From an optimization exercise on the open Yosys and OpenROAD flow, aimed at small area; shortcuts taken in it are not production practice.
Function was checked by simulation only, so behaviour that the tests miss may differ from the original.
Power and IR drop assume default switching activity.

## flow/run.sh

```bash
#!/bin/bash
# synth_recipe.tcl (not shown) runs the flow's synth.tcl, then flattens the netlist and writes it again
# the make line also repeats each setting of config.mk as NAME=value (left out here)
make -C /OpenROAD-flow-scripts/flow DESIGN_CONFIG=/design/flow/config.mk WORK_HOME=/design/flow/orfs CLKGATE_MAP_FILE= SYNTH_SCRIPT=/design/flow/synth_recipe.tcl finish
```

## flow/config.mk

```make
export PLATFORM = sky130hd
export DESIGN_NAME = top
export DESIGN_NICKNAME = top
export VERILOG_FILES = /design/flow/design.v
export SDC_FILE = /design/flow/constraint.sdc
export NUM_CORES = 4
export LEC_CHECK = 0
export CAP_MARGIN = 20
export CORE_MARGIN = 2
export CORE_UTILIZATION = 40
export SLEW_MARGIN = 20
```

## flow/constraint.sdc

```tcl
create_clock -name core_clock -period 10.0 [get_ports {i_clk}]
set_input_delay 2.0000 -clock core_clock [delete_from_list [all_inputs] [get_ports {i_clk}]]
set_output_delay 2.0000 -clock core_clock [all_outputs]
set_load 0.01 [all_outputs]
```

## flow/design.v

```verilog
`timescale 1ns/1ps
module alu
#(
    parameter NB_DATA = 8,                                   
    parameter NB_OP = 6                                      
)
(
    input wire signed [NB_DATA-1 : 0] i_data_a,              
    input wire signed [NB_DATA-1 : 0] i_data_b,              
    input wire [NB_OP-1 : 0] i_op,                           
    output reg signed [NB_DATA-1 : 0] o_alu_result           
);
    localparam OP_ADD = 6'b100000;                           
    localparam OP_SUB = 6'b100010;                           
    localparam OP_AND = 6'b100100;                           
    localparam OP_OR  = 6'b100101;                           
    localparam OP_XOR = 6'b100110;                           
    localparam OP_SRA = 6'b000011;                           
    localparam OP_SRL = 6'b000010;                           
    localparam OP_NOR = 6'b100111;                           
    always @(*)
    begin
        case (i_op)
            OP_ADD: o_alu_result = i_data_a + i_data_b;            
            OP_SUB: o_alu_result = i_data_a - i_data_b;            
            OP_AND: o_alu_result = i_data_a & i_data_b;
            OP_OR:  o_alu_result = i_data_a | i_data_b;
            OP_XOR: o_alu_result = i_data_a ^ i_data_b;
            OP_SRA: o_alu_result = i_data_a >>> i_data_b;
            OP_SRL: o_alu_result = i_data_a >> i_data_b;
            OP_NOR: o_alu_result = ~(i_data_a | i_data_b);
            default: o_alu_result = 0;
        endcase
    end
endmodule
`timescale 1ns/1ps
module alu_uart_interface #(
    parameter NB_DATA = 8,                               
    parameter NB_OPCODE = 6                              
)
(
    input wire i_clk,                                    
    input wire i_reset,                                  
    input wire [NB_DATA-1:0] i_alu_result,               
    input wire [NB_DATA-1:0] i_data_to_read,             
    input wire i_fifo_rx_empty,                          
    input wire i_fifo_tx_full,                           
    output wire o_fifo_rx_read,                          
    output wire o_fifo_tx_write,                         
    output wire [NB_DATA-1:0] o_data_to_write,           
    output wire [NB_OPCODE-1:0] o_alu_opcode,            
    output wire [NB_DATA-1:0] o_alu_op_A,                
    output wire [NB_DATA-1:0] o_alu_op_B                
);
localparam [3:0] IDLE = 4'b0000;                         
localparam [3:0] OPCODE = 4'b0001;                       
localparam [3:0] OPERAND_A = 4'b0010;                    
localparam [3:0] OPERAND_B = 4'b0011;                    
localparam [3:0] RESULT = 4'b0100;                       
localparam [3:0] WAIT = 4'b1000;                         
reg [3:0] state, state_next;                             
reg fifo_rx_read, fifo_rx_read_next;                     
reg fifo_tx_write, fifo_tx_write_next;                   
reg [NB_OPCODE-1:0] opcode_sel, opcode_sel_next;         
reg [NB_DATA-1:0] operand_a_sel, operand_a_sel_next;     
reg [NB_DATA-1:0] operand_b_sel, operand_b_sel_next;     
reg [NB_DATA-1:0] result, result_next;                   
reg [3:0] wait_reg, wait_next;                           
always @(posedge i_clk) begin
    if(i_reset) begin
        state           <= IDLE;
        fifo_rx_read    <= 1'b0;
        fifo_tx_write   <= 1'b0;
        opcode_sel      <= {NB_OPCODE{1'b0}};
        operand_a_sel   <= {NB_DATA{1'b0}};
        operand_b_sel   <= {NB_DATA{1'b0}};
        result          <= {NB_DATA{1'b0}};
        wait_reg        <= 4'b0000;
    end
    else begin
        state           <= state_next;
        fifo_rx_read    <= fifo_rx_read_next;
        fifo_tx_write   <= fifo_tx_write_next;
        opcode_sel      <= opcode_sel_next;
        operand_a_sel   <= operand_a_sel_next;
        operand_b_sel   <= operand_b_sel_next;
        result          <= result_next;
        wait_reg        <= wait_next;
    end
end
always @(*) begin
    state_next          = state;
    fifo_rx_read_next   = fifo_rx_read;
    fifo_tx_write_next  = fifo_tx_write;
    opcode_sel_next     = opcode_sel;
    operand_a_sel_next  = operand_a_sel;
    operand_b_sel_next  = operand_b_sel;
    result_next         = result;
    wait_next           = wait_reg;
    case (state)
        IDLE: begin
            fifo_tx_write_next = 1'b0;    
            if (~i_fifo_rx_empty) begin
                state_next          = OPCODE;
                fifo_rx_read_next   = 1'b1;
            end
        end
        WAIT: begin
            if (~i_fifo_rx_empty) begin
                state_next          = wait_reg;      
                fifo_rx_read_next   = 1'b1;
            end
        end
        OPCODE: begin
            if (i_fifo_rx_empty) begin
                fifo_rx_read_next   = 1'b0;
                state_next          = WAIT;
                wait_next           = OPCODE;        
            end
            else begin
                state_next          = OPERAND_A;
                opcode_sel_next     = i_data_to_read[NB_OPCODE-1:0];
                fifo_rx_read_next   = 1'b1;          
            end
        end 
        OPERAND_A: begin
            if (i_fifo_rx_empty) begin
                fifo_rx_read_next   = 1'b0;
                state_next          = WAIT;
                wait_next           = OPERAND_A;     
            end
            else begin
                state_next          = OPERAND_B;
                operand_a_sel_next  = i_data_to_read;
                fifo_rx_read_next   = 1'b1;          
            end
        end
        OPERAND_B: begin
            if (i_fifo_rx_empty) begin
                fifo_rx_read_next   = 1'b0;
                state_next          = WAIT;
                wait_next           = OPERAND_B;     
            end
            else begin
                state_next          = RESULT;
                operand_b_sel_next  = i_data_to_read;
                fifo_rx_read_next   = 1'b0;          
            end
        end
        RESULT: begin
            if (~i_fifo_tx_full) begin
                state_next          = IDLE;          
                result_next         = i_alu_result;  
                fifo_tx_write_next  = 1'b1;          
            end
        end
        default: begin
            state_next          = IDLE;      
            fifo_rx_read_next   = 1'b0;      
            fifo_tx_write_next  = 1'b0;      
        end
    endcase
end
assign o_alu_op_A       = operand_a_sel;      
assign o_alu_op_B       = operand_b_sel;      
assign o_alu_opcode     = opcode_sel;         
assign o_data_to_write  = result;             
assign o_fifo_tx_write  = fifo_tx_write;      
assign o_fifo_rx_read   = fifo_rx_read;       
endmodule
`timescale 1ns/1ps
module baud_rate #
(
    parameter NB_COUNTER = 9,         
    parameter COUNTER_LIMIT = 326      
)
(
    input wire i_clk,
    input wire i_reset,
    output wire o_tick
);
reg [NB_COUNTER-1 : 0] counter;
wire [NB_COUNTER-1 : 0] counter_next;
always @(posedge i_clk) begin
    if (i_reset) begin
        counter <= 0;
    end
    else begin
        counter <= counter_next;
    end
end
assign counter_next = (counter == (COUNTER_LIMIT-1)) ? 0 : counter + 1;
assign o_tick = (counter == (COUNTER_LIMIT-1)) ? 1'b1 : 1'b0;
endmodule
`timescale 1ns/1ps
module fifo #
(
    parameter NB_DATA = 8,                       
    parameter PTR_LEN = 4                        
)
(
    input wire i_clk,                            
    input wire i_reset,                          
    input wire i_read_fifo,                      
    input wire i_write_fifo,                     
    input wire [NB_DATA-1 : 0] i_data_to_write,  
    output wire o_fifo_is_empty,                 
    output wire o_fifo_is_full,                  
    output wire [NB_DATA-1 : 0] o_data_to_read   
);
localparam READ         = 2'b01;
localparam WRITE        = 2'b10;
localparam READWRITE    = 2'b11;
reg [NB_DATA-1 : 0] array [(2**PTR_LEN)-1 : 0];
reg [PTR_LEN-1 : 0] write_ptr, write_ptr_next, write_ptr_ok;
reg [PTR_LEN-1 : 0] read_ptr, read_ptr_next, read_ptr_ok;
reg full, full_next;
reg empty, empty_next;
wire write_enable;
always @(posedge i_clk) begin
    if (write_enable) begin
        array[write_ptr] <= i_data_to_write;
    end
end
assign o_data_to_read = array[read_ptr];
assign write_enable = i_write_fifo & ~full;
always @(posedge i_clk) begin
    if (i_reset) begin
        write_ptr   <= 0;
        read_ptr    <= 0;
        full        <= 0;
        empty       <= 1;
    end
    else begin
        write_ptr   <= write_ptr_next;
        read_ptr    <= read_ptr_next;
        full        <= full_next;
        empty       <= empty_next;
    end
end
always @(*) begin
    write_ptr_ok    = write_ptr + 1;
    read_ptr_ok     = read_ptr + 1;
    write_ptr_next  = write_ptr;
    read_ptr_next   = read_ptr;
    full_next       = full;
    empty_next      = empty;
    case ({i_write_fifo, i_read_fifo})
        READ:   
            if (~empty) begin
                read_ptr_next = read_ptr_ok;     
                full_next = 1'b0;                
                if (read_ptr_ok == write_ptr) begin
                    empty_next = 1'b1;           
                end
            end
        WRITE:   
            if (~full) begin
                write_ptr_next  = write_ptr_ok;          
                empty_next      = 1'b0;                  
                if (write_ptr_ok == read_ptr) begin
                    full_next = 1'b1;                    
                end
            end
        READWRITE:   
            begin
                write_ptr_next  = write_ptr_ok;   
                read_ptr_next   = read_ptr_ok;
            end
        default:   
            begin
                write_ptr_next  = write_ptr_next;
                read_ptr_next   = read_ptr_next;
            end
    endcase
end
assign o_fifo_is_full   = full;
assign o_fifo_is_empty  = empty;
endmodule
`timescale 1ns / 1ps
module uart_rx #(
    parameter NB_DATA = 8,   
    parameter N_TICKS = 16   
)
(
    input wire i_clk,                      
    input wire i_reset,                    
    input wire i_rx,                       
    input wire i_tick,                     
    output reg o_rx_done,                  
    output wire [NB_DATA-1:0] o_dout       
);
localparam [1:0] IDLE = 2'b00, START = 2'b01, DATA = 2'b10, STOP = 2'b11;
reg [1:0] state, state_next;                 
reg [3:0] s, s_next;                         
reg [2:0] n, n_next;                         
reg [NB_DATA-1:0] received_byte, received_byte_next;  
always @(posedge i_clk) begin
    if (i_reset) begin
        state           <= IDLE;
        s               <= 0;
        n               <= 0;
        received_byte   <= 0;
    end
    else begin
        state           <= state_next;
        s               <= s_next;
        n               <= n_next;
        received_byte   <= received_byte_next;
    end
end
always @(*) begin
    state_next          = state;
    o_rx_done           = 1'b0;  
    s_next              = s;
    n_next              = n;
    received_byte_next  = received_byte;
    case (state)
        IDLE: begin
            if (~i_rx) begin
                state_next  = START;
                s_next      = 0;  
            end
        end
        START: begin
            if (i_tick) begin
                if (s == 7) begin
                    state_next  = DATA;
                    s_next      = 0;  
                    n_next      = 0;  
                end
                else begin
                    s_next      = s + 1;  
                end
            end
        end
        DATA: begin
            if (i_tick) begin
                if (s == 15) begin
                    s_next = 0;  
                    received_byte_next = {i_rx, received_byte[NB_DATA-1:1]};  
                    if (n == (NB_DATA - 1)) begin
                        state_next = STOP;
                    end
                    else begin
                        n_next = n + 1;  
                    end
                end
                else begin
                    s_next = s + 1;  
                end
            end
        end
        STOP: begin
            if (i_tick) begin
                if (s == (N_TICKS - 1)) begin
                    state_next = IDLE;
                    if (i_rx) begin
                        o_rx_done = 1'b1;  
                    end
                end
                else begin
                    s_next = s + 1;  
                end
            end
        end
        default: begin
            state_next = IDLE;  
        end
    endcase
end
assign o_dout = received_byte;
endmodule
`timescale 1ns/1ps
module uart_tx #
(
    parameter NB_DATA = 8,   
    parameter N_TICKS = 16   
)
(
    input wire i_clk,                     
    input wire i_reset,                   
    input wire i_tx_ready,                
    input wire i_tick,                    
    input wire [NB_DATA-1 : 0] i_din,     
    output reg o_tx_done,                 
    output wire o_tx                      
);
localparam [1:0] IDLE = 2'b00, START = 2'b01, DATA = 2'b10, STOP = 2'b11;
reg [1:0] state, state_next;                     
reg [3:0] s, s_next;                             
reg [2:0] n, n_next;                             
reg [NB_DATA-1:0] send_byte, send_byte_next;     
reg tx, tx_next;                                 
always @(posedge i_clk) begin
    if (i_reset) begin
        state <= IDLE;
        s <= 0;
        n <= 0;
        send_byte <= 0;
        tx <= 1'b1;                              
    end
    else begin
        state <= state_next;
        s <= s_next;
        n <= n_next;
        send_byte <= send_byte_next;
        tx <= tx_next;
    end
end
always @(*) begin
    state_next = state;
    o_tx_done = 1'b0;
    s_next = s;
    n_next = n;
    send_byte_next = send_byte;
    tx_next = tx;
    case (state)
        IDLE: begin
            tx_next = 1'b1;                              
            if (i_tx_ready) begin
                state_next      = START;
                s_next          = 0;                     
                send_byte_next  = i_din;                 
            end
        end
        START: begin
            tx_next = 1'b0;                              
            if (i_tick) begin
                if (s == 15) begin
                    state_next  = DATA;
                    s_next      = 0;                     
                    n_next      = 0;                     
                end
                else begin
                    s_next      = s + 1;                 
                end
            end
        end
        DATA: begin
            tx_next = send_byte[0];
            if (i_tick) begin
                if (s == 15) begin
                    s_next          = 0;                 
                    send_byte_next  = send_byte >> 1;    
                    if (n == (NB_DATA - 1)) begin
                        state_next  = STOP;
                    end
                    else begin
                        n_next      = n + 1;             
                    end
                end
                else begin
                    s_next = s + 1;                      
                end
            end
        end
        STOP: begin
            tx_next = 1'b1;                  
            if (i_tick) begin
                if (s == (N_TICKS - 1)) begin
                    state_next  = IDLE;
                    o_tx_done   = 1'b1;      
                end
                else begin
                    s_next      = s + 1;     
                end
            end
        end
        default: begin
            state_next = IDLE;               
        end
    endcase
end
assign o_tx = tx;
endmodule
`timescale 1ns/1ps
module uart_interface#
(
    parameter NB_DATA = 8,
    parameter N_TICKS = 16,
    parameter COUNTER_LIMIT = 326,
    parameter NB_COUNTER = 9,
    parameter PTR_LEN = 2        
)
(
    input wire i_clk,
    input wire i_reset,
    input wire i_read_uart,
    input wire i_write_uart,
    input wire i_rx,
    input wire [NB_DATA-1 : 0] i_data_to_write,
    output wire o_tx_full,
    output wire o_rx_empty,
    output wire o_tx,
    output wire [NB_DATA-1 : 0] o_data_to_read
);
wire tick;
wire tx_done;
wire tx_empty;
wire tx_not_empty;
wire rx_done;
wire [NB_DATA-1 : 0] tx_fifo_out;
wire [NB_DATA-1 : 0] rx_data_out;
/*verilator lint_off UNUSED*/
wire rx_fifo_full_unused;
/*verilator lint_on UNUSED*/
baud_rate#
(
    .COUNTER_LIMIT(COUNTER_LIMIT),
    .NB_COUNTER(NB_COUNTER)
) baud_rateUnit
(
    .i_clk(i_clk),
    .i_reset(i_reset),
    .o_tick(tick)
);
uart_rx #
(
    .NB_DATA(NB_DATA),
    .N_TICKS(N_TICKS)
) uartRxUnit
(
    .i_clk(i_clk),
    .i_reset(i_reset),
    .i_rx(i_rx),
    .i_tick(tick),
    .o_rx_done(rx_done),
    .o_dout(rx_data_out)
);
fifo #
(
    .NB_DATA(NB_DATA),
    .PTR_LEN(PTR_LEN)
) fifoRX
(
    .i_clk(i_clk),
    .i_reset(i_reset),
    .i_read_fifo(i_read_uart),
    .i_write_fifo(rx_done),
    .i_data_to_write(rx_data_out),
    .o_fifo_is_empty(o_rx_empty),
    .o_fifo_is_full(rx_fifo_full_unused),  
    .o_data_to_read(o_data_to_read)
);
fifo #
(
    .NB_DATA(NB_DATA),
    .PTR_LEN(PTR_LEN)
) fifoTX
(
    .i_clk(i_clk),
    .i_reset(i_reset),
    .i_read_fifo(tx_done),
    .i_write_fifo(i_write_uart),
    .i_data_to_write(i_data_to_write),
    .o_fifo_is_empty(tx_empty),
    .o_fifo_is_full(o_tx_full),
    .o_data_to_read(tx_fifo_out)
);
uart_tx #
(
    .NB_DATA(NB_DATA),
    .N_TICKS(N_TICKS)
) uartTxUnit
(
    .i_clk(i_clk),
    .i_reset(i_reset),
    .i_tx_ready(tx_not_empty),
    .i_tick(tick),
    .i_din(tx_fifo_out),
    .o_tx_done(tx_done),
    .o_tx(o_tx)
);
assign tx_not_empty = ~tx_empty;
endmodule
`timescale 1ns/1ps
module top#
(
    parameter NB_DATA = 8,
    parameter N_TICKS = 16,
    parameter COUNTER_LIMIT = 20,
    parameter NB_COUNTER = 5,
    parameter PTR_LEN = 2,
    parameter NB_OPCODE = 6     
)
( 
    input wire i_clk,
    input wire i_reset,
    input wire i_uartRx,
    output wire o_uartTx
);
wire tx_full;
wire rx_empty;
wire [NB_DATA-1:0] data_to_read;
wire rx_read;
wire tx_write;
wire [NB_DATA-1:0] data_to_write;
wire [NB_OPCODE-1:0] alu_opcode;
wire [NB_DATA-1:0] alu_op_A;
wire [NB_DATA-1:0] alu_op_B;
wire [NB_DATA-1:0] alu_result;
uart_interface#
(
    .NB_DATA(NB_DATA),
    .N_TICKS(N_TICKS),
    .COUNTER_LIMIT(COUNTER_LIMIT),
    .NB_COUNTER(NB_COUNTER),
    .PTR_LEN(PTR_LEN)        
) uartUnit
(
    .i_clk(i_clk),
    .i_reset(i_reset),
    .i_read_uart(rx_read),
    .i_write_uart(tx_write),
    .i_rx(i_uartRx),
    .i_data_to_write(data_to_write),
    .o_tx_full(tx_full),
    .o_rx_empty(rx_empty),
    .o_tx(o_uartTx),
    .o_data_to_read(data_to_read)
);
alu_uart_interface#
(
    .NB_DATA(NB_DATA),
    .NB_OPCODE(NB_OPCODE)     
) alu_uart_interfaceUnit
(
    .i_clk(i_clk),
    .i_reset(i_reset),
    .i_alu_result(alu_result),
    .i_data_to_read(data_to_read),
    .i_fifo_rx_empty(rx_empty),
    .i_fifo_tx_full(tx_full),
    .o_fifo_rx_read(rx_read),
    .o_fifo_tx_write(tx_write),
    .o_data_to_write(data_to_write),
    .o_alu_opcode(alu_opcode),
    .o_alu_op_A(alu_op_A),
    .o_alu_op_B(alu_op_B)
);
alu#
(
    .NB_DATA(NB_DATA),
    .NB_OP(NB_OPCODE)
) aluUnit
( 
    .i_data_a(alu_op_A),
    .i_data_b(alu_op_B),
    .i_op(alu_opcode),
    .o_alu_result(alu_result)
); 
endmodule
```

==> run notes, run 1 <==
status: no timing/DRC/antenna violations
Max Cap Viol: 0
fin. max-slew vios: 0
Pwr Density: 175.8 nW/um^2
Avg Inst Size Synth: 10.49 um^2
RSZ-0062 raised after global routing: no
Synth Flop Type: dfxtp_1
slowest CP cell: or3b_2
Worst-path clk slew: 0.06 ns
Die H: 147.2 um
first-pass GRT wire length: 27720 um
DRC: 0
peak supply drop: 0.1093 mV
Slew Limit Headroom: 38.86%
clk buf depth: 2
row cnt: 52
register area share after synthesis: 46.35%
routability congestion estimate: 0.9337
diode count: 0
Post-CTS Setup Bufs: 0
Worst Max-Slew Pin Slew: 0.9171 ns
total congestion overflow: 0
Worst Setup Start Kind: register
top flop regs: uartUnit.fifoRX.array (32), uartUnit.fifoTX.array (32)
total negative slack: 0 ns
DRT Pass-1 Iters: 5
CP cell instances: or3b_2 -> nor2_1 -> mux2_2 -> fa_1 -> nor2b_1 -> o31a_1 -> a211oi_1 -> a311o_1 -> a21oi_1 -> o21ai_0
Largest stage delay, worst path: 0.59 ns
share of post-route cells with drive strength above 1: 9.554%
post-route ant nets: 0
CP Data Required Time: 10.30 ns
Layout Skew: 0.006637 ns
Yosys warnings: 6
Avg Vias per Cell: 5.320
clock sink count: 158
post-layout util: 45.09%
Final Hold Vio Count: 0
CP top delay family: simple AND/OR/NAND/NOR gates
DR WL/cell: 15.59 um
Arrival @ worst endpoint: 3.74 ns
Port-buffer cells: 3
Die ar.: 21680 um^2
Cell Area, Synth: 8207 um^2
fin crit period: 3.437 ns
final instance area: 9094 um^2
largest net degree at the start of global routing: 87
Synth cell types: 74
Non-Filler Instances: 1055
leakage power: 3.196 nW
Critical Path Fanout Max: 24
EDFF count, synth: 64
Bufs and invs on worst path: 0
CP endpoint kind: register
H-tree lvl count: 4
kind of critical path: register to register
Hold Path Class: register to register
number of antenna violations at the first check in global routing: 0
Final period util: 34.37%
Post-CTS Resized: 0
clock latency on the worst-skew pair: 0.42 ns
Post-synth ARST share: 0%
final setup fails: 0
Yosys reg bits: 158
net count after synthesis: 836
Boundary Pins: 4
final layout net count: 826
die width: 147.2 um
fill cell count: 1891
hold_ws: 0.4543 ns
Hold Buf Count CTS: 0
Post-Place Cells: 1023
Vias: 5613
DR iter-0 viols: 392
GRT Util Overall: 15.92%
clk root buf: clkbuf_16
Highest Clock Rate: 290.9 MHz
CORE AREA: 20170 um^2
total CTS buffers: 17
CTS tree: built
DP Area: 8462 um^2
vias in the first global route: 5461
Synth Instances: 782
DP Wirelength: 11490 um
Layout area overhead: 10.81%
Initial Util: 40.69%
Total Wirelength: 16450 um
cell usage in the layout, fill, tap and decap left out, types with 23 or more instances in the layout:
master    netlist  layout
edfxtp_1       64      64
o21ai_0        27      27
ha_1           50      50
mux2i_1        48      48
nand2_1        41      41
xnor2_1        23      23
a21oi_1        50      50
inv_1          33      33
nor2_1         89      89
dfxtp_1        94      94
through the flow:
stage / setup slack (ns) / power, mW
floorplan: 6.995 / 0.8842
global placement: 6.224 / 0.9302
detailed placement: 6.165 / 0.9298
CTS: 6.553 / 1.616
global route: 6.294 / 1.672
finish: 6.563 / 1.599
routing by layer:
| metal | routed length (um) | up-vias | GRT usage, % |
|---|---|---|---|
| met5 | 0 | - | 0 |
| met1 | 7918 | 2640 | 21.13 |
| li1 | - | 2837 | - |
| met3 | 573 | 28 | 3.478 |
| met4 | 373 | 0 | 6.202 |
| met2 | 7587 | 108 | 25.51 |
kinds of logic (layout without fill, tap and decap cells):
| kind of cell | after synthesis | after routing | synth area share, % |
|---|---|---|---|
| and+or+nand+nor | 244 | 244 | 15.26 |
| adders and majority gates | 51 | 51 | 7.867 |
| buffers and inverters | 71 | 74 | 3.324 |
| muxes | 68 | 68 | 10.93 |
| DFF | 158 | 158 | 46.35 |
| AOI/OAI and AO/OA | 155 | 155 | 12.53 |
| xor gates and xnor gates | 35 | 35 | 3.735 |
cell usage after synthesis (3+ instances only):
cell	count	area (um^2)
dfxtp_1	94	1882
nor2_1	89	334.1
mux2_2	3	33.78
mux2i_1	48	480.5
o21ai_0	27	135.1
o221ai_1	3	26.28
or3b_2	3	26.28
xnor2_1	23	201.4
o21a_1	5	37.54
or2_2	3	18.77
and3_1	3	18.77
ha_1	50	625.6
buf_2	5	25.02
a211oi_1	12	90.09
a21boi_0	3	22.52
nand3_1	21	105.1
a21oi_1	50	250.2
nand2_1	41	153.9
nand4_1	7	43.79
and2_1	10	62.56
edfxtp_1	64	1922
o22ai_1	3	18.77
nor3_1	21	105.1
nor2b_1	11	68.82
a221oi_1	9	78.83
a31oi_1	8	50.05
mux4_2	17	382.9
nor4_4	3	63.81
clkbuf_1	29	108.9
o31a_1	4	35.03
buf_1	3	11.26
nor4_1	3	18.77
xor2_1	12	105.1
nand4b_1	3	26.28
inv_1	33	123.9
nand2b_1	9	56.30
report_power, final:
group	leakage (nW)	total (mW)	internal (mW)	switching, mW
registers	1.29	0.717	0.694	0.0221
logic	1.60	0.201	0.0822	0.119
clock network	0.304	0.681	0.425	0.255
total	3.20	1.60	1.20	0.397
worst register-to-register path, cell delays in order, from the launching register on:
cell      delay, ns
dfxtp_1        0.58
or3b_2         0.60
nor2_1         0.33
mux2_2         0.42
fa_1           0.46
nor2b_1        0.17
o31a_1         0.17
a211oi_1       0.07
a311o_1        0.28
a21oi_1        0.15
o21ai_0        0.10
path summary, 6_finish.rpt:
check | startpoint | endpoint | slack, ns | cells past startpoint
setup / recovery | alu_uart_interfaceUnit.opcode_sel[0] | alu_uart_interfaceUnit.result[4] | 6.56 | 10
hold / removal | uartUnit.uartRxUnit.n[1] | uartUnit.uartRxUnit.n[1] | 0.45 | 2
setup reg to reg | alu_uart_interfaceUnit.opcode_sel[0] | alu_uart_interfaceUnit.result[4] | 6.56 | 10
hold reg to reg | uartUnit.uartRxUnit.n[1] | uartUnit.uartRxUnit.n[1] | 0.45 | 2
final cells by class:
class / instances / area (um^2) / share of cell area, %
clock buffer: 19 / 442.9 / 4.871
multi-input combinational: 553 / 4130 / 45.42
timing repair buffer: 8 / 62.56 / 0.6879
inverter: 34 / 127.6 / 1.403
clock inverter: 13 / 188.9 / 2.078
sequential: 158 / 3804 / 41.83
tap: 270 / 337.8 / 3.715
==> run 2, diff against run 1 <==
==> flow/design.v (replaced) <==
`timescale 1ns/1ps
module top
(
    input  wire i_clk,
    input  wire i_reset,
    input  wire i_uartRx,
    output wire o_uartTx
);
reg  [4:0] cnt;
wire       tick = (cnt == 5'd19);
wire       cnt0 = (cnt == 5'd0);
always @(posedge i_clk)
    if (i_reset | tick) cnt <= 5'd0;
    else                cnt <= cnt + 5'd1;
reg  [3:0] rm;
reg  [3:0] rs;
wire       r_idle = (rm == 4'd1);
wire       r_bnd  = tick & (rs == 4'd15);
wire       sample = r_bnd & rm[3];
wire       done   = r_bnd & (rm == 4'd0) & i_uartRx;
always @(posedge i_clk) begin
    if (i_reset)
        rm <= 4'd1;
    else if (r_idle) begin
        if (~i_uartRx) rm <= 4'd7;
    end
    else if (r_bnd)
        rm <= rm + 4'd1;
    if (r_idle)     rs <= 4'd8;
    else if (tick)  rs <= rs + 4'd1;
end
reg  [1:0] ph;
reg  [3:0] st;           
reg  [7:0] A;            
reg  [7:0] R;            
reg  [3:0] cls;          
reg        X;            
reg        cy;           
wire ph3   = (ph == 2'd3);
wire txsh  = cnt0 & (st == 4'd0) & ((ph == 2'd0) | (ph3 & ~X));
wire comp  = ph3 & st[3];
wire SH    = cls[3];
wire a = A[0];
wire b = R[0];
reg  f;
always @(*) begin
    case (cls[2:0])
        3'b000, 3'b010: f = a ^ b ^ cy;
        3'b100:         f = a & b;
        3'b101:         f = a | b;
        3'b110:         f = a ^ b;
        3'b111:         f = ~(a | b);
        default:        f = 1'b0;
    endcase
end
wire ai   = a ^ cls[1];
wire cout = (ai & b) | (ai & cy) | (b & cy);
wire [2:0] j = st[2:0];
wire shwin = j[2] | (j[1] & j[0]) |
             (j == 3'd2 & cnt[4:2] == 3'd0) |
             (j == 3'd1 & cnt[4:1] == 4'd0) |
             (j == 3'd0 & cnt0);
wire [5:0] op = R[5:0];
wire op_sh = (op[5:1] == 5'b00001);
wire op_ar = op[5] & ~op[4] & ~op[3] & ~(~op[2] & op[0]);
wire op_ok = op_sh | op_ar;
always @(posedge i_clk) begin
    if (i_reset) begin
        ph <= 2'd0;
        st <= 4'd0;
        A  <= 8'hff;
        X  <= 1'b1;
    end
    else begin
        if (done)
            ph <= ph + 2'd1;
        else if (txsh & ph3)
            ph <= 2'd0;
        if (done & (ph == 2'd2)) st <= 4'd0;
        else if (tick)           st <= st + 4'd1;
        if (sample & (ph == 2'd1))
            A <= {i_uartRx, A[7:1]};
        else if (txsh)
            A <= {1'b1, A[7:1]};
        else if (comp & ~SH & tick)
            A <= {f, A[7:1]};
        else if (comp & SH & b & shwin)
            A <= {cls[0] & A[7], A[7:1]};
        if (ph3 & X & (cnt == 5'd5))
            X <= 1'b0;
        else if (txsh)
            X <= A[0];
    end
    if (sample | (comp & tick))
        R <= {i_uartRx, R[7:1]};
    cy <= comp & (tick ? cout : cy);
    if (done & (ph == 2'd0))
        cls <= {op_sh, op[2] & op_ok, op[1] & op_ok, op[0] | ~op_ok};
end
assign o_uartTx = X;
endmodule
==> run 2 against run 1 <==
Area after synthesis is 74% lower. Fmax is 5.5% higher. Highest routed layer unchanged. Via count is 74% lower. Final area is 75% lower. Sequential share of layout area is 0.64 points lower.
==> run notes, run 2 <==
Post-CTS Setup Bufs: 0 (unchanged)
Pwr Density: 142.5 nW/um^2 (was 175.8 nW/um^2)
Cell Area, Synth: 2095 um^2 (was 8207 um^2)
Hold Buf Count CTS: 0 (unchanged)
Max Cap Viol: 0 (unchanged)
Synth Flop Type: dfxtp_1 (unchanged)
Critical Path Fanout Max: 4 (was 24)
GRT Util Overall: 14.65% (was 15.92%)
Arrival @ worst endpoint: 1.26 ns (was 3.74 ns)
CORE AREA: 5075 um^2 (was 20170 um^2)
vias in the first global route: 1472 (was 5461)
CP top delay family: buffers and inverters (was simple AND/OR/NAND/NOR gates)
status: no timing/DRC/antenna violations (unchanged)
largest net degree at the start of global routing: 14 (was 87)
DR iter-0 viols: 58 (was 392)
kind of critical path: register to output pin (was register to register)
Final period util: 32.58% (was 34.37%)
fin. max-slew vios: 0 (unchanged)
Post-synth ARST share: 0% (unchanged)
DP Area: 2197 um^2 (was 8462 um^2)
Yosys warnings: 1 (was 6)
hold depth: 0 (was 2)
CP Data Required Time: 8.00 ns (was 10.30 ns)
clock latency on the worst-skew pair: 0.29 ns (was 0.42 ns)
Vias: 1468 (was 5613)
Net Sw Power: 0.08205 mW (was 0.3966 mW)
Critical R2R Launch: cnt[0] (was alu_uart_interfaceUnit.opcode_sel[0])
Layout Skew: 0.006356 ns (was 0.006637 ns)
fin crit period: 3.258 ns (was 3.437 ns)
Boundary Pins: 4 (unchanged)
share of post-route cells with drive strength above 1: 6.306% (was 9.554%)
peak supply drop: 0.07599 mV (was 0.1093 mV)
Worst Setup Start Kind: register (unchanged)
Port-buffer cells: 3 (unchanged)
Avg Vias per Cell: 5.027 (was 5.320)
net count after synthesis: 235 (was 836)
final layout net count: 242 (was 826)
DRT Pass-1 Iters: 4 (was 5)
Yosys top cell by area: dfxtp_1 (was edfxtp_1)
Largest stage delay, worst path: 0.57 ns (was 0.59 ns)
leakage power: 0.8375 nW (was 3.196 nW)
Pwr Total: 0.3255 mW (was 1.599 mW)
Highest Clock Rate: 307.0 MHz (was 290.9 MHz)
internal reg-to-reg setup slack: 7.52 ns (was 6.56 ns)
P_int: 0.2434 mW (was 1.202 mW)
DP Wirelength: 2816 um (was 11490 um)
row cnt: 26 (was 52)
Slew Limit Headroom: 45.68% (was 38.86%)
slowest CP cell: clkdlybuf4s50_1 (was or3b_2)
top flop regs: A (8), R (8), cnt (5) (was uartUnit.fifoRX.array (32), uartUnit.fifoTX.array (32))
Synth Instances: 214 (was 782)
final setup fails: 0 (unchanged)
Yosys top cell area share: 27.72% (was 23.42%)
Synth cell types: 44 (was 74)
Comb pwr share: 11.4% (was 12.6%)
Yosys reg bits: 41 (was 158)
synth cell count leaders: dfxtp_1 (29), nand3_1 (19), ha_1 (18) (was dfxtp_1 (94), nor2_1 (89), edfxtp_1 (64))
diode count: 0 (unchanged)
most frequent cells in the layout: dfxtp_1 (29), nand3_1 (19), ha_1 (18) (was dfxtp_1 (94), nor2_1 (89), edfxtp_1 (64))
fill cell count: 524 (was 1891)
Final Hold Vio Count: 0 (unchanged)
RSZ-0062 raised after global routing: no (unchanged)
post-route ant nets: 0 (unchanged)
Total Wirelength: 3824 um (was 16450 um)
met2 WL post-DR: 1693 um (was 7587 um)
Layout area overhead: 9.080% (was 10.81%)
max layer used: met4 (unchanged)
met3 routed WL: 154 um (was 573 um)
total negative slack: 0 ns (unchanged)
most common cell in the netlist: dfxtp_1 (unchanged)
Avg Inst Size Synth: 9.787 um^2 (was 10.49 um^2)
clk buf depth: 2 (unchanged)
Worst-path clk slew: 0.08 ns (was 0.06 ns)
total CTS buffers: 5 (was 17)
post-layout util: 45.02% (was 45.09%)
R2R depth: 4 (was 10)
DRC: 0 (unchanged)
final instance area: 2285 um^2 (was 9094 um^2)
H-tree lvl count: 2 (was 4)
Clock power frac: 32.5% (was 42.6%)
Post-CTS Resized: 0 (unchanged)
number of antenna violations at the first check in global routing: 0 (unchanged)
clock sink count: 41 (was 158)
routability congestion estimate: 0.8118 (was 0.9337)
first-pass GRT wire length: 6831 um (was 27720 um)
EDFF count, synth: 12 (was 64)
Net Sw Frac: 25.21% (was 24.81%)
total congestion overflow: 0 (unchanged)
CP endpoint kind: output pin (was register)
met1 WL: 1954 um (was 7918 um)
clk root buf: clkbuf_8 (was clkbuf_16)
Die H: 76.36 um (was 147.2 um)
die width: 76.36 um (was 147.2 um)
hold endpoint: R[5] (was uartUnit.uartRxUnit.n[1])
r2r endpoint: R[3] (was alu_uart_interfaceUnit.result[4])
DR WL/cell: 13.10 um (was 15.59 um)
most common cell after layout, fill and taps aside: dfxtp_1 (unchanged)
CP cell instances: clkdlybuf4s50_1 (was or3b_2 -> nor2_1 -> mux2_2 -> fa_1 -> nor2b_1 -> o31a_1 -> a211oi_1 -> a311o_1 -> a21oi_1 -> o21ai_0)
Hold Path Class: register to register (unchanged)
Die ar.: 5831 um^2 (was 21680 um^2)
worst hold start: R[6] (was uartUnit.uartRxUnit.n[1])
Bufs and invs on worst path: 1 (was 0)
Seq pwr share: 56.0% (was 44.8%)
Synth area leaders: dfxtp_1 (28%), edfxtp_1 (17%), ha_1 (11%) (was edfxtp_1 (23%), dfxtp_1 (23%), ha_1 (7.6%))
Worst Max-Slew Pin Slew: 0.8148 ns (was 0.9171 ns)
CTS tree: built (unchanged)
register area share after synthesis: 44.92% (was 46.35%)
Initial Util: 41.27% (was 40.69%)
## run 2: changes by cell type after synthesis, sizes merged, moves of 12 or more
cell	change
inv	-16
mux4	-17
edfxtp	-52
mux2i	-44
dfxtp	-65
nor2	-78
clkbuf	-26
ha	-32
o21ai	-17
a21oi	-38
nor3	-14
a211oi	-12
xnor2	-18
nand2	-25
## run 2: cell families (layout without fill, tap and decap cells)
family	Yosys count	count (layout)	synth area share [%]
fa+ha+maj	18	18	10.75
simple gates	78	78	19.24
buf+inv	22	30	4.301
xor+xnor	10	10	4.181
flops	41	41	44.92
mux	4	4	1.912
compound gates	41	41	14.70
## run 2: worst max-delay path by stage
stage / end / start / depth (start not counted) / slack (ns)
after global routing: cnt[1] / i_reset / 3 / 6.60
after global placement: cnt[1] / i_reset / 3 / 6.47
after detailed placement: cnt[1] / i_reset / 3 / 6.46
after floorplan: cls[0] / i_uartRx / 3 / 7.26
after CTS: o_uartTx / X / 1 / 6.72
final: o_uartTx / X / 1 / 6.74
## run 2: layer usage
layer / global-route usage (%) / vias up
li1: - / 776
met1: 20.17 / 671
met2: 22.30 / 19
met3: 3.673 / 2
met4: 5.455 / 0
met5: 0 / -
## run 2: power groups by stage
stage                     logic, mW  registers, mW  clock network, mW
after floorplan              0.0292          0.184                  0
after global placement       0.0372          0.186                  0
after detailed placement     0.0372          0.186                  0
after CTS                    0.0375          0.182              0.109
after global routing         0.0425          0.183              0.117
final                        0.0372          0.182              0.106
## run 2: layout make-up
class	instances	area [um^2]	share of cell area [%]
clock buffer	6	72.57	3.176
clock inverter	2	15.01	0.6572
inverter	18	67.56	2.957
multi-input combinational	151	1064	46.55
sequential	41	940.9	41.18
tap	70	87.58	3.834
timing repair buffer	4	37.54	1.643
## run 2: metrics by stage
stage,std cells,setup slack [ns],hold WS (ns)
detailed placement,284,6.458,0.4056
global route,292,6.603,0.4338
finish,292,6.742,0.4241
CTS,292,6.722,0.4246
global placement,284,6.470,0.4022
floorplan,214,7.260,0.4003
==> run 3, diff against run 2 <==
==> flow/flow/run.sh (new file) <==
#!/bin/bash
# Own flow: the standard layout, with the synthesis step's ABC mapping done by
# an area-oriented script.  Each tool's output goes to a log file here.
set -euo pipefail
W=$(pwd)
export AREA_ABC_SCRIPT=$W/flow/area.script
# synthesis: standard.sh's make command with our synthesis script
sed "s#$W/synth_recipe.tcl#$W/flow/synth.tcl#" standard.sh > synth_step.sh
grep -q "$W/flow/synth.tcl" synth_step.sh
bash synth_step.sh synth > synth.log 2>&1
# the rest of the standard layout (synthesis results are up to date)
bash standard.sh > layout.log 2>&1
==> flow/flow/area.script (new file) <==
&get -n
&st
&deepsyn -T 60
&nf -a -R 1000
&put
==> flow/flow/synth.tcl (new file) <==
# synth_recipe.tcl (the standard synthesis) with one change: ABC maps the logic
# with an area-oriented script (flow/area.script) instead of ORFS's speed script.
proc synth {args} { yosys synth -nofsm -noshare {*}$args }
proc abc {args} {
  set i [lsearch -exact $args -script]
  if {$i >= 0} { lset args [expr {$i + 1}] $::env(AREA_ABC_SCRIPT) }
  puts "abc (area script): $args"
  yosys abc {*}$args
}
source $::env(SCRIPTS_DIR)/synth.tcl
# left out here: clear keep_hierarchy, flatten, clean up, hide names made inside functions, write 1_2_yosys.v
==> flow/standard.sh (new file) <==
#!/bin/bash
# synth_recipe.tcl (not shown) runs the flow's synth.tcl, then flattens the netlist and writes it again
# the make line also repeats each setting of config.mk as NAME=value (left out here)
make -C /OpenROAD-flow-scripts/flow DESIGN_CONFIG=/design/flow/config.mk WORK_HOME=/design/flow/orfs CLKGATE_MAP_FILE= SYNTH_SCRIPT=/design/flow/synth_recipe.tcl "${@:-finish}"
removed: flow/run.sh
==> run 3 against run 2 <==
Still clean on timing, DRC and antenna. Non-clock buffer count decreased by 1. Register-to-register slack got worse by 0.28 ns. Fmax rose by 0.68%.
==> run notes, run 3 <==
Bufs and invs on worst path: 1 (unchanged)
peak supply drop: 0.08258 mV (was 0.07599 mV)
Final Hold Vio Count: 0 (unchanged)
Arrival @ worst endpoint: 3.43 ns (was 1.26 ns)
final layout net count: 217 (was 242)
Post-synth ARST share: 0% (unchanged)
register area share after synthesis: 49.70% (was 44.92%)
Max Cap Viol: 0 (unchanged)
most common cell after layout, fill and taps aside: dfxtp_1 (unchanged)
Yosys reg bits: 41 (unchanged)
routability congestion estimate: 0.7986 (was 0.8118)
Cell Area, Synth: 1893 um^2 (was 2095 um^2)
clk buf depth: 2 (unchanged)
Yosys top cell area share: 30.67% (was 27.72%)
slowest CP cell: clkdlybuf4s50_1 (unchanged)
Worst Max-Slew Pin Slew: 0.6332 ns (was 0.8148 ns)
share of post-route cells with drive strength above 1: 4.061% (was 6.306%)
DRC: 0 (unchanged)
Avg Vias per Cell: 5.371 (was 5.027)
GRT Util Overall: 15.03% (was 14.65%)
setup slack after layout: 6.764 ns (was 6.742 ns)
Worst-path clk slew: 0.08 ns (about the same)
Critical R2R Launch: cnt[0] (unchanged)
xor/xnor cell area share of the yosys netlist: 1.388% (was 4.182%)
final instance area: 2106 um^2 (was 2285 um^2)
fill cell count: 460 (was 524)
internal reg-to-reg setup slack: 7.24 ns (was 7.52 ns)
r2r endpoint: A[5] (was R[3])
area of the multi-input gates: 895.9 um^2 (was 1064 um^2)
Storage cell area: 940.9 um^2 (unchanged)
clock latency on the worst-skew pair: 0.30 ns (was 0.29 ns)
synth cell count leaders: dfxtp_1 (29), ha_1 (18), a21oi_1 (15), clkinv_1 (15), nor2_1 (14) (was dfxtp_1 (29), nand3_1 (19), ha_1 (18))
most frequent cells in the layout: dfxtp_1 (29), ha_1 (18), clkinv_1 (15), a21oi_1 (15), nor2_1 (14) (was dfxtp_1 (29), nand3_1 (19), ha_1 (18))
Post-CTS Setup Bufs: 0 (unchanged)
Synth Area in Adders: 11.90% (was 10.75%)
clock sink count: 41 (unchanged)
net count after synthesis: 207 (was 235)
first-pass GRT wire length: 6037 um (was 6831 um)
Port-buffer cells: 3 (unchanged)
largest family of logic cells by synthesized area: simple AND/OR/NAND/NOR gates (unchanged)
top flop regs: A (8), R (8), cnt (5) (unchanged)
Yosys top cell by area: dfxtp_1 (unchanged)
DP Area: 1991 um^2 (was 2197 um^2)
number of antenna violations at the first check in global routing: 0 (unchanged)
hold endpoint: R[6] (was R[5])
EDFF count, synth: 12 (unchanged)
Post-Place Cells: 243 (was 284)
DP Wirelength: 2588 um (was 2816 um)
final setup fails: 0 (unchanged)
Non-Filler Instances: 251 (was 292)
Slew Limit Headroom: 57.39% (was 45.68%)
Layout area overhead: 11.24% (was 9.080%)
hold depth: 0 (unchanged)
Highest Clock Rate: 309.0 MHz (was 307.0 MHz)
RSZ-0062 raised after global routing: no (unchanged)
Hold Path Class: register to register (unchanged)
Boundary Pins: 4 (unchanged)
Synth Flop Type: dfxtp_1 (unchanged)
Post-Synth Simple-Gate Area: 16.52% (was 19.24%)
Synth cell types: 35 (was 44)
leakage power: 0.8128 nW (was 0.8375 nW)
post-route ant nets: 0 (unchanged)
compound-gate portion of the synthesized area: 16.33% (was 14.70%)
total negative slack: 0 ns (unchanged)
die width: 72.80 um (was 76.36 um)
Hold Buf Count CTS: 0 (unchanged)
Post-CTS Resized: 0 (unchanged)
Die H: 72.80 um (was 76.36 um)
DRT Pass-1 Iters: 4 (unchanged)
fin. max-slew vios: 0 (unchanged)
total CTS buffers: 5 (unchanged)
post-synthesis mux area share: 1.190% (was 1.912%)
Initial Util: 40.89% (was 41.27%)
CP Data Required Time: 10.19 ns (was 8.00 ns)
CP endpoint kind: register (was output pin)
DR iter-0 viols: 60 (was 58)
row cnt: 25 (was 26)
diode count: 0 (unchanged)
Vias: 1348 (was 1468)
worst hold start: R[7] (was R[6])
vias in the first global route: 1357 (was 1472)
fin crit period: 3.236 ns (was 3.258 ns)
Die ar.: 5299 um^2 (was 5831 um^2)
most common cell in the netlist: dfxtp_1 (unchanged)
Synth Instances: 186 (was 214)
Worst Setup Start Kind: primary input (was register)
Avg Inst Size Synth: 10.18 um^2 (was 9.787 um^2)
Final period util: 32.36% (was 32.58%)
CTS tree: built (unchanged)
R2R depth: 9 (was 4)
CP top delay family: buffers and inverters (unchanged)
Total Wirelength: 3455 um (was 3824 um)
Layout Skew: 0.006160 ns (was 0.006356 ns)
dpl ws: 6.439 ns (was 6.458 ns)
Yosys warnings: 1 (unchanged)
clk root buf: clkbuf_8 (unchanged)
Critical Path Fanout Max: 16 (was 4)
status: no timing/DRC/antenna violations (unchanged)
Synth area leaders: dfxtp_1 (31%), edfxtp_1 (19%), ha_1 (12%) (was dfxtp_1 (28%), edfxtp_1 (17%), ha_1 (11%))
total congestion overflow: 0 (unchanged)
H-tree lvl count: 2 (unchanged)
Pwr Density: 154.5 nW/um^2 (was 142.5 nW/um^2)
CP cell instances: clkdlybuf4s50_1 -> or2_0 -> o22a_1 (was clkdlybuf4s50_1)
CORE AREA: 4629 um^2 (was 5075 um^2)
largest net degree at the start of global routing: 17 (was 14)
kind of critical path: primary input to register (was register to output pin)
DR WL/cell: 13.76 um (was 13.10 um)
Largest stage delay, worst path: 0.69 ns (was 0.57 ns)
[run 3: area by class of cell]
type | instances | area share, %
tap | 54 | 3.209
timing repair buffer | 3 | 1.426
multi-input combinational | 130 | 42.54
clock buffer | 5 | 3.268
clock inverter | 3 | 2.198
sequential | 41 | 44.68
inverter | 15 | 2.674
[run 3: kinds of logic (layout without fill, tap and decap cells)]
logic type / count (synthesis) / in the layout
flip-flops: 41 / 41
multiplexers: 2 / 2
XOR/XNOR: 3 / 3
adder cells (fa/ha/maj): 18 / 18
AO/OA/AOI/OAI: 47 / 47
buffers and inverters: 15 / 26
AND/OR/NAND/NOR: 60 / 60
[run 3: metal layers]
metal	GRT usage, %	wire length (um)
met5	0	0
met4	7.613	59
met3	4.834	106
met2	24.24	1682
met1	17.94	1606
[run 3: worst max-delay path by stage]
| stage | startpoint | endpoint | slack, ns | cells after the start |
|---|---|---|---|---|
| after detailed placement | i_reset | A[5] | 6.44 | 3 |
| final | i_reset | A[5] | 6.76 | 3 |
| after global placement | i_reset | A[3] | 6.49 | 3 |
| after floorplan | i_uartRx | cls[0] | 7.22 | 2 |
| after global routing | i_reset | A[4] | 6.68 | 3 |
| after CTS | i_reset | A[5] | 6.76 | 3 |
[run 3: per-stage QoR]
step           total power, mW  hold WS (ns)  utilization (%)
2_1_floorplan           0.1889        0.4003                -
3_3_place_gp            0.1933        0.4069            43.00
3_5_place_dp            0.1943        0.4068            43.00
4_1_cts                 0.3279        0.4303            45.49
5_1_grt                 0.3407        0.4506            45.49
6_report                0.3254        0.4270            45.49
[run 3: power by group]
group          leakage (nW)  total [mW]  switching (mW)  internal [mW]
Combinational         0.413      0.0169          0.0108        0.00609
Clock                0.0543       0.135          0.0600         0.0747
Sequential            0.345       0.174         0.00215          0.172
Total                 0.813       0.325          0.0729          0.253
==> run 4, diff against run 3 <==
--- a/flow/flow/run.sh
+++ b/flow/flow/run.sh
@@ -5,3 +5,2 @@
 W=$(pwd)
-export AREA_ABC_SCRIPT=$W/flow/area.script
 # synthesis: standard.sh's make command with our synthesis script
==> flow/flow/synth.tcl (replaced) <==
# synth_recipe.tcl (the standard synthesis) with one change: ABC maps the logic
# with an area-oriented script (flow/area.script) instead of ORFS's speed script,
# and adders are not pre-mapped to half/full adder cells.
set area_abc_script [file normalize [file join [file dirname [info script]] area.script]]
proc synth {args} { yosys synth -nofsm -noshare {*}$args }
proc abc {args} {
  set i [lsearch -exact $args -script]
  if {$i >= 0} { lset args [expr {$i + 1}] $::area_abc_script }
  puts "abc (area script): $args"
  yosys abc {*}$args
}
# leave adders to ABC as well (no fixed half/full adder cells)
proc extract_fa {args} { puts "extract_fa skipped" }
source $::env(SCRIPTS_DIR)/synth.tcl
# left out here: clear keep_hierarchy, flatten, clean up, hide names made inside functions, write 1_2_yosys.v
--- a/flow/config.mk
+++ b/flow/config.mk
@@ -10,2 +10,5 @@
 export CORE_UTILIZATION = 40
+export CTS_BUF_LIST = sky130_fd_sc_hd__clkbuf_8
+export CTS_CLUSTER_DIAMETER = 500
+export CTS_CLUSTER_SIZE = 50
 export SLEW_MARGIN = 20
==> run 4 against run 3 <==
Count of clock-buffer cells in the layout is the same. Global-route usage shrank 0.48 points. Critical endpoint is now A[4]. Largest power group unchanged. Die area shrank 12%.
==> run notes, run 4 <==
status: no timing/DRC/antenna violations (unchanged)
register area share after synthesis: 56.97% (was 49.70%)
final layout net count: 176 (was 217)
number of antenna violations at the first check in global routing: 0 (unchanged)
CTS tree: built (unchanged)
Post-CTS Setup Bufs: 0 (unchanged)
fin. max-slew vios: 0 (unchanged)
Critical Path Fanout Max: 14 (was 16)
clock latency on the worst-skew pair: 0.29 ns (was 0.30 ns)
xor/xnor cell area share of the yosys netlist: 4.773% (was 1.388%)
Synth Flop Type: dfxtp_1 (unchanged)
crit path launch: i_reset (unchanged)
post-layout util: 45.86% (was 45.49%)
post-synthesis mux area share: 0% (was 1.190%)
H-tree lvl count: 2 (unchanged)
fill cell count: 383 (was 460)
synth cell count leaders: dfxtp_1 (29), nor2_1 (21), a21oi_1 (12), edfxtp_1 (12), nand2_1 (11) (was dfxtp_1 (29), ha_1 (18), a21oi_1 (15), clkinv_1 (15), nor2_1 (14))
Initial Util: 41.29% (was 40.89%)
leakage power: 0.6533 nW (was 0.8128 nW)
RSZ-0062 raised after global routing: no (unchanged)
clk buf depth: 2 (unchanged)
net count after synthesis: 165 (was 207)
Cell Area, Synth: 1652 um^2 (was 1893 um^2)
CP Data Required Time: 10.24 ns (was 10.19 ns)
Seq pwr share: 59.8% (was 53.4%)
DRT Pass-1 Iters: 4 (unchanged)
diode count: 0 (unchanged)
share of post-route cells with drive strength above 1: 4.598% (was 4.061%)
Die H: 68.26 um (was 72.80 um)
Synth Instances: 162 (was 186)
Die ar.: 4659 um^2 (was 5299 um^2)
Hold Path Class: register to register (unchanged)
final instance area: 1834 um^2 (was 2106 um^2)
first-pass GRT wire length: 4857 um (was 6037 um)
Arrival @ worst endpoint: 3.70 ns (was 3.43 ns)
Post-Synth Simple-Gate Area: 20.91% (was 16.52%)
Clock power frac: 35.0% (was 41.4%)
die width: 68.26 um (was 72.80 um)
DR WL/cell: 12.73 um (was 13.76 um)
Slew Limit Headroom: 64.34% (was 57.39%)
Hold Buf Count CTS: 0 (unchanged)
Pwr Density: 158.5 nW/um^2 (was 154.5 nW/um^2)
Yosys warnings: 1 (unchanged)
P_int: 0.2255 mW (was 0.2525 mW)
Post-synth ARST share: 0% (unchanged)
largest family of logic cells by synthesized area: simple AND/OR/NAND/NOR gates (unchanged)
DR iter-0 viols: 72 (was 60)
CORE AREA: 4000 um^2 (was 4629 um^2)
Final Hold Vio Count: 0 (unchanged)
routability congestion estimate: 0.8373 (was 0.7986)
EDFF count, synth: 12 (unchanged)
Layout Skew: 0.01071 ns (was 0.006160 ns)
Vias: 1192 (was 1348)
Worst-path clk slew: 0.07 ns (was 0.08 ns)
post-route ant nets: 0 (unchanged)
DP Area: 1752 um^2 (was 1991 um^2)
final setup fails: 0 (unchanged)
Yosys top cell by area: dfxtp_1 (unchanged)
Avg Inst Size Synth: 10.19 um^2 (was 10.18 um^2)
internal reg-to-reg setup slack: 6.96 ns (was 7.24 ns)
total congestion overflow: 0 (unchanged)
Avg Vias per Cell: 5.321 (was 5.371)
CP endpoint kind: register (unchanged)
peak supply drop: 0.07265 mV (was 0.08258 mV)
Port-buffer cells: 3 (unchanged)
Synth area leaders: dfxtp_1 (35%), edfxtp_1 (22%), nor2_1 (4.8%) (was dfxtp_1 (31%), edfxtp_1 (19%), ha_1 (12%))
Total Wirelength: 2852 um (was 3455 um)
row cnt: 23 (was 25)
clock sink count: 41 (unchanged)
total CTS buffers: 5 (unchanged)
most common cell after layout, fill and taps aside: dfxtp_1 (unchanged)
Final period util: 34.60% (was 32.36%)
Worst Max-Slew Pin Slew: 0.5308 ns (was 0.6332 ns)
total negative slack: 0 ns (unchanged)
Yosys top cell area share: 35.15% (was 30.67%)
Critical R2R Launch: cnt[0] (unchanged)
DP Wirelength: 2048 um (was 2588 um)
Synth Area in Adders: 0% (was 11.90%)
DRC: 0 (unchanged)
fin crit period: 3.460 ns (was 3.236 ns)
Worst Setup Start Kind: primary input (unchanged)
Post-CTS Resized: 0 (unchanged)
Synth cell types: 35 (unchanged)
r2r endpoint: A[4] (was A[5])
Max Cap Viol: 0 (unchanged)
Net Sw Frac: 22.44% (was 22.40%)
GRT Util Overall: 14.54% (was 15.03%)
Net Sw Power: 0.06523 mW (was 0.07290 mW)
CP endpoint: A[4] (was A[5])
most frequent cells in the layout: dfxtp_1 (29), nor2_1 (21), edfxtp_1 (12), a21oi_1 (12), nand2_1 (11) (was dfxtp_1 (29), ha_1 (18), clkinv_1 (15), a21oi_1 (15), nor2_1 (14))
most common cell in the netlist: dfxtp_1 (unchanged)
Highest Clock Rate: 289.0 MHz (was 309.0 MHz)
top flop regs: A (8), R (8), cnt (5) (unchanged)
Comb pwr share: 5.1% (was 5.2%)
compound-gate portion of the synthesized area: 16.67% (was 16.33%)
largest net degree at the start of global routing: 15 (was 17)
kind of critical path: primary input to register (unchanged)
R2R depth: 11 (was 9)
Yosys reg bits: 41 (unchanged)
Layout area overhead: 11.06% (was 11.24%)
Boundary Pins: 4 (unchanged)
vias in the first global route: 1078 (was 1357)
clk root buf: clkbuf_8 (unchanged)
## run 4: changes by cell type after synthesis, moves of 3 or more
| cell | delta |
|---|---|
| o21ai_0 | -3 |
| nand2b_1 | +3 |
| ha_1 | -18 |
| a21oi_1 | -3 |
| xor2_1 | +4 |
| nor2_1 | +7 |
| a22o_1 | -3 |
| clkinv_1 | -12 |
| a211oi_1 | -3 |
## run 4: critical path: stages
cell and delay (ns):
clkdlybuf4s50_1 0.65, nor2_1 0.24, nand4b_1 0.31, nand2b_1 0.32
o22a_1 0.18
## run 4: routing by layer
layer	routed length (um)	global-route usage, %	vias to the layer above
li1	-	-	620
met1	1390	18.68	556
met2	1325	21.97	9
met3	84	5.428	7
met4	52	6.000	0
met5	0	0	-
## run 4: final cells by class
type | count | area (um^2) | area share [%]
sequential | 41 | 940.9 | 51.30
inverter | 3 | 11.26 | 0.6139
tap | 50 | 62.56 | 3.411
multi-input combinational | 118 | 699.4 | 38.13
clock inverter | 3 | 13.76 | 0.7503
timing repair buffer | 4 | 37.54 | 2.046
clock buffer | 5 | 68.82 | 3.752
## run 4: per-stage QoR
step	setup slack, ns	instances	hold slack [ns]	total power [mW]
after floorplan	6.994	162	0.4003	0.1886
after global placement	6.333	216	0.4155	0.1924
after detailed placement	6.240	216	0.4106	0.1928
after CTS	6.517	224	0.4284	0.2953
after global routing	6.357	224	0.4443	0.3056
final	6.540	224	0.4246	0.2907
## run 4: cells by family (layout without fill, tap and decap cells)
| logic type | after synthesis | after routing |
|---|---|---|
| AOI/OAI and AO/OA | 41 | 41 |
| DFF | 41 | 41 |
| buffers and inverters | 3 | 15 |
| and+or+nand+nor | 68 | 68 |
| xor gates and xnor gates | 9 | 9 |
## run 4: power by group through the flow
stage               clock network, mW  logic [mW]  registers [mW]
floorplan                           0      0.0112           0.177
global placement                    0      0.0147           0.178
detailed placement                  0      0.0150           0.178
CTS                             0.106      0.0151           0.174
global route                    0.114      0.0173           0.174
finish                          0.102      0.0150           0.174
## run 4: worst min path at each step
stage	cells past startpoint	to	start	slack, ns
floorplan	0	R[5]	R[6]	0.40
global placement	0	R[5]	R[6]	0.42
detailed placement	0	R[6]	R[7]	0.41
CTS	0	R[6]	R[7]	0.43
global route	0	R[6]	R[7]	0.44
finish	0	R[6]	R[7]	0.42
==> run 5, diff against run 4 <==
--- a/flow/config.mk
+++ b/flow/config.mk
@@ -10,5 +10,2 @@
 export CORE_UTILIZATION = 40
-export CTS_BUF_LIST = sky130_fd_sc_hd__clkbuf_8
-export CTS_CLUSTER_DIAMETER = 500
-export CTS_CLUSTER_SIZE = 50
 export SLEW_MARGIN = 20
==> run 5 against run 4 <==
Still clean. Combinational power barely moved. Fmax barely moved. Register-to-register slack barely moved. Total power rose by 0.20%. Final area did not move. Largest cell class unchanged.
==> run notes, run 5 <==
Yosys warnings: 1 (unchanged)
fin crit period: 3.457 ns (was 3.460 ns)
CP top delay family: simple AND/OR/NAND/NOR gates (unchanged)
RSZ-0062 raised after global routing: no (unchanged)
Port-buffer cells: 3 (unchanged)
met3 routed WL: 91 um (was 84 um)
Bufs and invs on worst path: 1 (unchanged)
CP Data Required Time: 10.24 ns (about the same)
routability congestion estimate: 0.8373 (unchanged)
clock sink count: 41 (unchanged)
Layout area overhead: 11.06% (unchanged)
CP cell instances: clkdlybuf4s50_1 -> nor2_1 -> nand4b_1 -> nand2b_1 -> o22a_1 (unchanged)
total congestion overflow: 0 (unchanged)
status: no timing/DRC/antenna violations (unchanged)
met1 WL: 1368 um (was 1390 um)
row cnt: 23 (unchanged)
CTS tree: built (unchanged)
most common cell after layout, fill and taps aside: dfxtp_1 (unchanged)
Die ar.: 4659 um^2 (unchanged)
fin. max-slew vios: 0 (unchanged)
Arrival @ worst endpoint: 3.69 ns (was 3.70 ns)
Avg Vias per Cell: 5.353 (was 5.321)
net count after synthesis: 165 (unchanged)
largest net degree at the start of global routing: 15 (unchanged)
Synth Flop Type: dfxtp_1 (unchanged)
Largest stage delay, worst path: 0.65 ns (about the same)
Post-Place Cells: 216 (unchanged)
R2R depth: 11 (unchanged)
Max Cap Viol: 0 (unchanged)
slowest CP cell: clkdlybuf4s50_1 (unchanged)
Worst Max-Slew Pin Slew: 0.5215 ns (was 0.5308 ns)
Boundary Pins: 4 (unchanged)
DP Wirelength: 2048 um (unchanged)
most frequent cells in the layout: dfxtp_1 (29), nor2_1 (21), edfxtp_1 (12), a21oi_1 (12), nand2_1 (11) (unchanged)
top flop regs: A (8), R (8), cnt (5) (unchanged)
CORE AREA: 4000 um^2 (unchanged)
internal reg-to-reg setup slack: 6.97 ns (was 6.96 ns)
Yosys reg bits: 41 (unchanged)
Highest Clock Rate: 289.3 MHz (was 289.0 MHz)
clock latency on the worst-skew pair: 0.29 ns (about the same)
Post-CTS Setup Bufs: 0 (unchanged)
diode count: 0 (unchanged)
Avg Inst Size Synth: 10.19 um^2 (unchanged)
r2r endpoint: A[4] (unchanged)
Cell Area, Synth: 1652 um^2 (unchanged)
CP endpoint kind: register (unchanged)
H-tree lvl count: 2 (unchanged)
Total Wirelength: 2846 um (was 2852 um)
share of post-route cells with drive strength above 1: 4.598% (unchanged)
Vias: 1199 (was 1192)
post-route ant nets: 0 (unchanged)
kind of critical path: primary input to register (unchanged)
clk buf depth: 2 (unchanged)
DRT Pass-1 Iters: 4 (unchanged)
DRC: 0 (unchanged)
total CTS buffers: 5 (unchanged)
Die H: 68.26 um (unchanged)
Layout Skew: 0.008269 ns (was 0.01071 ns)
Final Hold Vio Count: 0 (unchanged)
total negative slack: 0 ns (unchanged)
Pwr Density: 158.8 nW/um^2 (was 158.5 nW/um^2)
peak supply drop: 0.07325 mV (was 0.07265 mV)
number of antenna violations at the first check in global routing: 0 (unchanged)
Worst-path clk slew: 0.07 ns (about the same)
Yosys top cell area share: 35.15% (unchanged)
Synth Instances: 162 (unchanged)
hold depth: 0 (unchanged)
Post-synth ARST share: 0% (unchanged)
Post-CTS Resized: 0 (unchanged)
Hold Path Class: register to register (unchanged)
clk root buf: clkbuf_8 (unchanged)
DR WL/cell: 12.71 um (was 12.73 um)
die width: 68.26 um (unchanged)
CP Depth: 5 (unchanged)
final layout net count: 176 (unchanged)
Critical R2R Launch: cnt[0] (unchanged)
Synth cell types: 35 (unchanged)
Yosys top cell by area: dfxtp_1 (unchanged)
worst hold start: R[7] (unchanged)
Slew Limit Headroom: 64.97% (was 64.34%)
met2 WL post-DR: 1333 um (was 1325 um)
max layer used: met4 (unchanged)
EDFF count, synth: 12 (unchanged)
Worst Setup Start Kind: primary input (unchanged)
Critical Path Fanout Max: 14 (unchanged)
hold endpoint: R[6] (unchanged)
first-pass GRT wire length: 4857 um (unchanged)
DP Area: 1752 um^2 (unchanged)
Non-Filler Instances: 224 (unchanged)
leakage power: 0.6492 nW (was 0.6533 nW)
Hold Buf Count CTS: 0 (unchanged)
vias in the first global route: 1078 (unchanged)
Initial Util: 41.29% (unchanged)
Final period util: 34.57% (was 34.60%)
register area share after synthesis: 56.97% (unchanged)
final setup fails: 0 (unchanged)
Pwr Total: 0.2913 mW (was 0.2907 mW)
Synth area leaders: dfxtp_1 (35%), edfxtp_1 (22%), nor2_1 (4.8%) (unchanged)
most common cell in the netlist: dfxtp_1 (unchanged)
final instance area: 1834 um^2 (unchanged)
synth cell count leaders: dfxtp_1 (29), nor2_1 (21), a21oi_1 (12), edfxtp_1 (12), nand2_1 (11) (unchanged)
GRT Util Overall: 14.54% (unchanged)
DR iter-0 viols: 71 (was 72)
run 5: cell counts after synthesis:
Identical to the previous run, type by type.
run 5: power breakdown:
part | switching (mW) | leakage (nW) | total, mW | internal, mW
Sequential | 0.00191 | 0.345 | 0.174 | 0.172
Combinational | 0.00887 | 0.259 | 0.0150 | 0.00609
Clock | 0.0540 | 0.0450 | 0.102 | 0.0483
Total | 0.0648 | 0.649 | 0.291 | 0.226
run 5: through the flow:
stage / setup WS (ns) / hold slack [ns] / util (%)
after floorplan: 6.994 / 0.4003 / -
after global placement: 6.333 / 0.4155 / 43.79
after detailed placement: 6.240 / 0.4106 / 43.79
after CTS: 6.517 / 0.4284 / 45.86
after global routing: 6.357 / 0.4443 / 45.86
final: 6.543 / 0.4247 / 45.86
run 5: routing by layer:
layer	vias up	track usage, %
li1	620	-
met1	561	18.68
met2	11	21.97
met3	7	5.428
met4	0	6.000
met5	-	0
run 5: layout make-up:
cell class	count	area, um^2
fill	383	2166
sequential	41	940.9
multi-input combinational	118	699.4
clock buffer	6	72.57
tap	50	62.56
timing repair buffer	4	37.54
inverter	3	11.26
clock inverter	2	10.01
run 5: cell families after synthesis:
logic type	count (synthesis)	synth area share [%]
AO/OA/AOI/OAI	41	16.67
XOR/XNOR	9	4.772
buffers and inverters	3	0.6818
flip-flops	41	56.97
AND/OR/NAND/NOR	68	20.91
run 5: worst max path at each step:
stage	from	to	slack, ns
final	i_reset	A[4]	6.54
after global routing	i_reset	A[5]	6.36
after CTS	i_reset	A[4]	6.52
after detailed placement	i_reset	A[4]	6.24
after global placement	i_reset	A[3]	6.33
after floorplan	cnt[0]	A[0]	6.99

## re-timing with driven ports
The flow's constraints put no driver on any port. The routed layouts listed below were extracted and timed again, unchanged, in two steps. Step 1: set_driving_cell puts a clkbuf_16 on i_clk and a buf_2 on each other input, an assumption about the parent block. Step 2 adds t to the input delays and takes it off the output delays; t is the mean of the earliest and latest rising clock arrival at the registers after step 1. Input paths then give back, and output paths get back, about the clock's delay inside the block. a / b / c = ideal / step 1 / step 2; a / b = the first two.
| run | t, ns | slack for setup (ns) | latest minus earliest clock arrival (ns) | slew at the worst register clock pin (ns) | cell pins on the clock port's net |
|---|---|---|---|---|---|
| run 1 | 0.467 | 6.563 / 6.563 / 6.145 | 0.009 / 0.009 | 0.06 / 0.06 | 1 |
| run 2 | 0.318 | 6.742 / 6.716 / 6.452 | 0.006 / 0.006 | 0.08 / 0.08 | 1 |
| run 3 | 0.321 | 6.764 / 6.753 / 6.448 | 0.006 / 0.007 | 0.08 / 0.08 | 1 |
| run 4 | 0.315 | 6.540 / 6.544 / 6.230 | 0.010 / 0.011 | 0.08 / 0.08 | 1 |
| run 5 | 0.314 | 6.543 / 6.547 / 6.233 | 0.008 / 0.008 | 0.08 / 0.08 | 1 |
After both steps setup and hold are still met in every run listed. For run 1, which loses most, drivers alone change the setup slack by 0.000 ns; drivers and shift together by -0.418 ns.
